This is an optimization exercise on Yosys and OpenROAD, whose aim is small area, not a production implementation.
Only simulation tests tie the RTL to the original design; equivalence was not proved.
Power figures rest on the tool's default switching activity, not on a simulated workload.

## fjord
==> flow/design.v (excerpt) <==
module	CoinsMatrixBitMap	(	
					input	logic	clk,
					input	logic	resetN,
					input	logic	[10:0] offsetX, 
					input	logic	[10:0] offsetY,
					input	logic	InsideRectangle,  
					input	logic	coinCollision,
					input logic [4:0] randomMapLocationX,
					input logic [3:0] randomMapLocationY,
					input logic placeCoin,		 
					input logic placeMoneyBag,	 
					input logic placeTimeBoost,	 
					output	logic	drawingRequest,  
					output	logic	[7:0] RGBout,   
					output	logic upScore,			 
					output	logic upTime			 
 ) ;
localparam int NX = 18 ;
localparam int NY = 12 ;
localparam logic [NX*NY-1:0] NP_INIT = 216'h2198c200000000a03329c84850c284848f333c000064c380300 ;
localparam logic [NX*NY-1:0] Q_INIT  = 216'h3d98c70001c000f0333dc84f50c3c484ff333c000064c380300 ;
localparam logic [NX*NY-1:0] PQ_TILE = 216'h2198c200000000a03329c84870c284848f333c000064c380300 ;
logic [NX*NY-1:0] nP, Q, empty ;
logic pick_anotherCoin_flag ;    
logic pick_anotherMoneyBag_flag ;
logic [4:0] oX ;
logic [3:0] oY ;
assign oX = offsetX[9:5] ;
assign oY = offsetY[8:5] ;
logic offset_inMap ;
assign offset_inMap = (oX < NX) && (oY < NY) ;
logic [4:0] rX ;
logic [3:0] rY ;
assign rX = randomMapLocationX ;
  ...
clock: 12.0 ns
lec_check: 0
cap_margin: 20
core_margin: 2
core_utilization: 40
place_density: 0.5
slew_margin: 20
standard.sh (not shown) runs the stock make flow with config.mk's settings and CLKGATE_MAP_FILE= SYNTH_SCRIPT=/design/flow/synth_recipe.tcl, a recipe that flattens the netlist after the stock synthesis.
==> flow/flow/run.sh <==
#!/bin/bash
# Own layout flow: the standard synthesis, then the combinational logic is mapped again
# for area with ABC (registers kept as they are: same instances, names and cells), then
# the standard layout steps with a smaller clock tree and lighter port buffers.
set -uo pipefail
WORK=$(pwd)
FLOWDIR=$WORK/flow
R=$WORK/orfs/results/$FLOW_PLATFORM/CoinsMatrixBitMap/base
YOSYS=$(dirname "$FLOW_HOME")/tools/install/yosys/bin/yosys
LIB=$FLOW_HOME/platforms/$FLOW_PLATFORM/lib/sky130_fd_sc_hd__tt_025C_1v80.lib

# 1. standard synthesis
bash standard.sh synth > synth_standard.log 2>&1 || { echo "standard synthesis failed"; exit 1; }
cp "$R/1_2_yosys.v" std_1_2_yosys.v

# 2. area re-mapping of the combinational logic
python3 "$FLOWDIR/libcells.py" "$LIB" comb_cells.v > libcells.log 2>&1
# the platform's don't-use cells
DONTUSE=""
for c in probe_p_8 probec_p_8 lpflow_bleeder_1 lpflow_clkbufkapwr_1 lpflow_clkbufkapwr_16 \
    lpflow_clkbufkapwr_2 lpflow_clkbufkapwr_4 lpflow_clkbufkapwr_8 lpflow_clkinvkapwr_1 \
    lpflow_clkinvkapwr_16 lpflow_clkinvkapwr_2 lpflow_clkinvkapwr_4 lpflow_clkinvkapwr_8 \
    lpflow_decapkapwr_12 lpflow_decapkapwr_3 lpflow_decapkapwr_4 lpflow_decapkapwr_6 \
    lpflow_decapkapwr_8 lpflow_inputiso0n_1 lpflow_inputiso0p_1 lpflow_inputiso1n_1 \
    lpflow_inputiso1p_1 lpflow_inputisolatch_1 lpflow_isobufsrc_1 lpflow_isobufsrc_16 \
    lpflow_isobufsrc_2 lpflow_isobufsrc_4 lpflow_isobufsrc_8 lpflow_isobufsrckapwr_16 \
    lpflow_lsbuf_lh_hl_isowell_tap_1 lpflow_lsbuf_lh_hl_isowell_tap_2 \
    lpflow_lsbuf_lh_hl_isowell_tap_4 lpflow_lsbuf_lh_isowell_4 lpflow_lsbuf_lh_isowell_tap_1 \
    lpflow_lsbuf_lh_isowell_tap_2 lpflow_lsbuf_lh_isowell_tap_4; do
  DONTUSE="$DONTUSE -dont_use sky130_fd_sc_hd__$c"
done
sed "s|@ABCSCRIPT@|$FLOWDIR/area.abc|; s|@LIB@|$LIB|g; s|@DONTUSE@|$DONTUSE|; s|@IN@|std_1_2_yosys.v|; s|@OUT@|resyn.v|" "$FLOWDIR/resyn.ys" > resyn.ys
if "$YOSYS" -l resyn.log -q resyn.ys > resyn.stdout 2>&1 && python3 "$FLOWDIR/sameregs.py" std_1_2_yosys.v resyn.v > sameregs.log 2>&1; then
  cp resyn.v "$R/1_2_yosys.v"
  touch "$R/1_2_yosys.v"
  echo "using the re-mapped netlist"
else
  echo "re-mapping failed; using the standard netlist"
fi

# 3. standard layout steps
export CTS_ARGS="-sink_clustering_enable -repair_clock_nets -dont_use_dummy_load -buf_list sky130_fd_sc_hd__clkbuf_8 -sink_clustering_size 24 -sink_clustering_max_diameter 45"
export BUFFER_PORTS_ARGS="-buffer_cell sky130_fd_sc_hd__buf_1"
bash standard.sh > layout.log 2>&1 || { echo "layout failed"; exit 1; }
Other scripts of this flow, unchanged in this note and not shown: flow/flow/area.abc, flow/flow/libcells.py, flow/flow/resyn.ys, flow/flow/sameregs.py
fjord: flow completed, timing, DRC and antenna clean
The following lists how pepper was set up differently from fjord:
Settings: an added GPL_TIMING_DRIVEN of 0; a change of SLEW_MARGIN from 20 to 10; a change of CAP_MARGIN from 20 to 10.
--- a/flow/flow/run.sh
+++ b/flow/flow/run.sh
@@ -40,5 +40,5 @@
 
 # 3. standard layout steps
-export CTS_ARGS="-sink_clustering_enable -repair_clock_nets -dont_use_dummy_load -buf_list sky130_fd_sc_hd__clkbuf_8 -sink_clustering_size 24 -sink_clustering_max_diameter 45"
+export CTS_ARGS="-sink_clustering_enable -repair_clock_nets -dont_use_dummy_load -buf_list sky130_fd_sc_hd__clkbuf_8 -sink_clustering_size 16 -sink_clustering_max_diameter 70"
 export BUFFER_PORTS_ARGS="-buffer_cell sky130_fd_sc_hd__buf_1"
 bash standard.sh > layout.log 2>&1 || { echo "layout failed"; exit 1; }
Notes after the runs:
Between pepper and fjord, it is pepper whose final RePlAce weighted congestion is higher, by 0.0038.
STATUS vias after detailed routing: pepper wins against fjord
Looking at cell at the slowest stage of the critical path, the sky130_fd_sc_hd__buf_1 result is from pepper; the sky130_fd_sc_hd__o21ai_2 one comes from fjord.
| synthesized cell count | pepper vs fjord | ≈ equal |
Against fjord, pepper reports a final critical path time including I/O delays and setup that is lower.
Between fjord and pepper, the flow reports cell count decreasing slightly.
fjord vs pepper, endpoint of the worst setup timing path: Q[183]$_DFF_PN0_ vs RGBout[4]$_DFF_PN0_
pepper ended with every stage complete and zero timing, DRC or antenna violations.
| worst clock skew | pepper vs fjord | 0.038 ns lower |
NOTE: detailed-route wire length in pepper falls short of that of fjord
Total power of the final layout (pepper / fjord): 0.906
In the reports for pepper and fjord, the larger number of CTS-inserted buffers belongs to fjord.
Inputs modified between pepper and yarrow:
--- a/flow/flow/run.sh
+++ b/flow/flow/run.sh
@@ -40,5 +40,5 @@
 
 # 3. standard layout steps
-export CTS_ARGS="-sink_clustering_enable -repair_clock_nets -dont_use_dummy_load -buf_list sky130_fd_sc_hd__clkbuf_8 -sink_clustering_size 16 -sink_clustering_max_diameter 70"
+export CTS_ARGS="-sink_clustering_enable -repair_clock_nets -dont_use_dummy_load -buf_list sky130_fd_sc_hd__clkbuf_16 -sink_clustering_size 30 -sink_clustering_max_diameter 70"
 export BUFFER_PORTS_ARGS="-buffer_cell sky130_fd_sc_hd__buf_1"
 bash standard.sh > layout.log 2>&1 || { echo "layout failed"; exit 1; }
==> notes.md <==
Of pepper and yarrow, pepper shows the higher setup slack, with yarrow below it.
Taking pepper as the reference, in yarrow power now sits higher; data required time at the worst endpoint +0.03 ns; via count lost 87.
Switching power ended up about 0.8% higher on yarrow than on pepper.
Inputs modified between yarrow and raven:
Settings: CORE_UTILIZATION changed from 40 to 50; PLACE_DENSITY changed from 0.5 to 0.6; CAP_MARGIN changed from 10 to 20; SLEW_MARGIN changed from 10 to 20; GPL_TIMING_DRIVEN removed (was 0).
--- a/flow/flow/run.sh
+++ b/flow/flow/run.sh
@@ -40,5 +40,5 @@
 
 # 3. standard layout steps
-export CTS_ARGS="-sink_clustering_enable -repair_clock_nets -dont_use_dummy_load -buf_list sky130_fd_sc_hd__clkbuf_16 -sink_clustering_size 30 -sink_clustering_max_diameter 70"
+export CTS_ARGS="-sink_clustering_enable -repair_clock_nets -dont_use_dummy_load -buf_list sky130_fd_sc_hd__clkbuf_8 -sink_clustering_size 24 -sink_clustering_max_diameter 45"
 export BUFFER_PORTS_ARGS="-buffer_cell sky130_fd_sc_hd__buf_1"
 bash standard.sh > layout.log 2>&1 || { echo "layout failed"; exit 1; }
## What came out
Lower chip width was reported by raven, not yarrow.
raven vs yarrow: met3 capacity usage during global routing up in raven
raven does better than yarrow on static leakage.
Delta (raven minus yarrow): final critical path time including I/O delays and setup -0.015 ns; clock buffer count from CTS +22; combinational power -about 5%.
Going from yarrow to raven, the worst hold path depth was found to have gone down by 1.
Comparing global-route track usage on met2 for raven and yarrow, the bigger number came from raven.

## re-timing with driven ports
The flow's constraints put no driver on any port. The routed layouts listed below were extracted and timed again, unchanged, in two steps.
Step 1 (the two cells are an assumption about what drives the block):
set clk [get_ports {clk}]
set_driving_cell -lib_cell sky130_fd_sc_hd__clkbuf_16 $clk
set_driving_cell -lib_cell sky130_fd_sc_hd__buf_2 [delete_from_list [all_inputs] $clk]
Step 2 times the ports against the registers' clock, not the clock port: input delays grow and output delays shrink by t, the midpoint of the rising clock arrivals with the driver on.
Slacks: ideal ports / drivers / drivers and shift; pairs: ideal ports / drivers.
| run | t, ns | setup WS [ns] | clock arrival spread, ns | slew at the worst register clock pin (ns) | cell pins on the clock port's net |
|---|---|---|---|---|---|
| fjord | 0.712 | 4.245 / 4.277 / 3.565 | 0.144 / 0.144 | 0.09 / 0.09 | 1 |
| pepper | 0.695 | 4.473 / 4.440 / 3.745 | 0.105 / 0.106 | 0.12 / 0.12 | 1 |
| yarrow | 0.672 | 4.467 / 4.428 / 3.756 | 0.136 / 0.136 | 0.10 / 0.10 | 1 |
| raven | 0.720 | 4.482 / 4.510 / 3.791 | 0.129 / 0.129 | 0.10 / 0.10 | 1 |
After both steps every run listed still meets setup and hold. The setup slack of pepper, which loses most, moves by -0.033 ns with the drivers and by -0.728 ns with both steps.
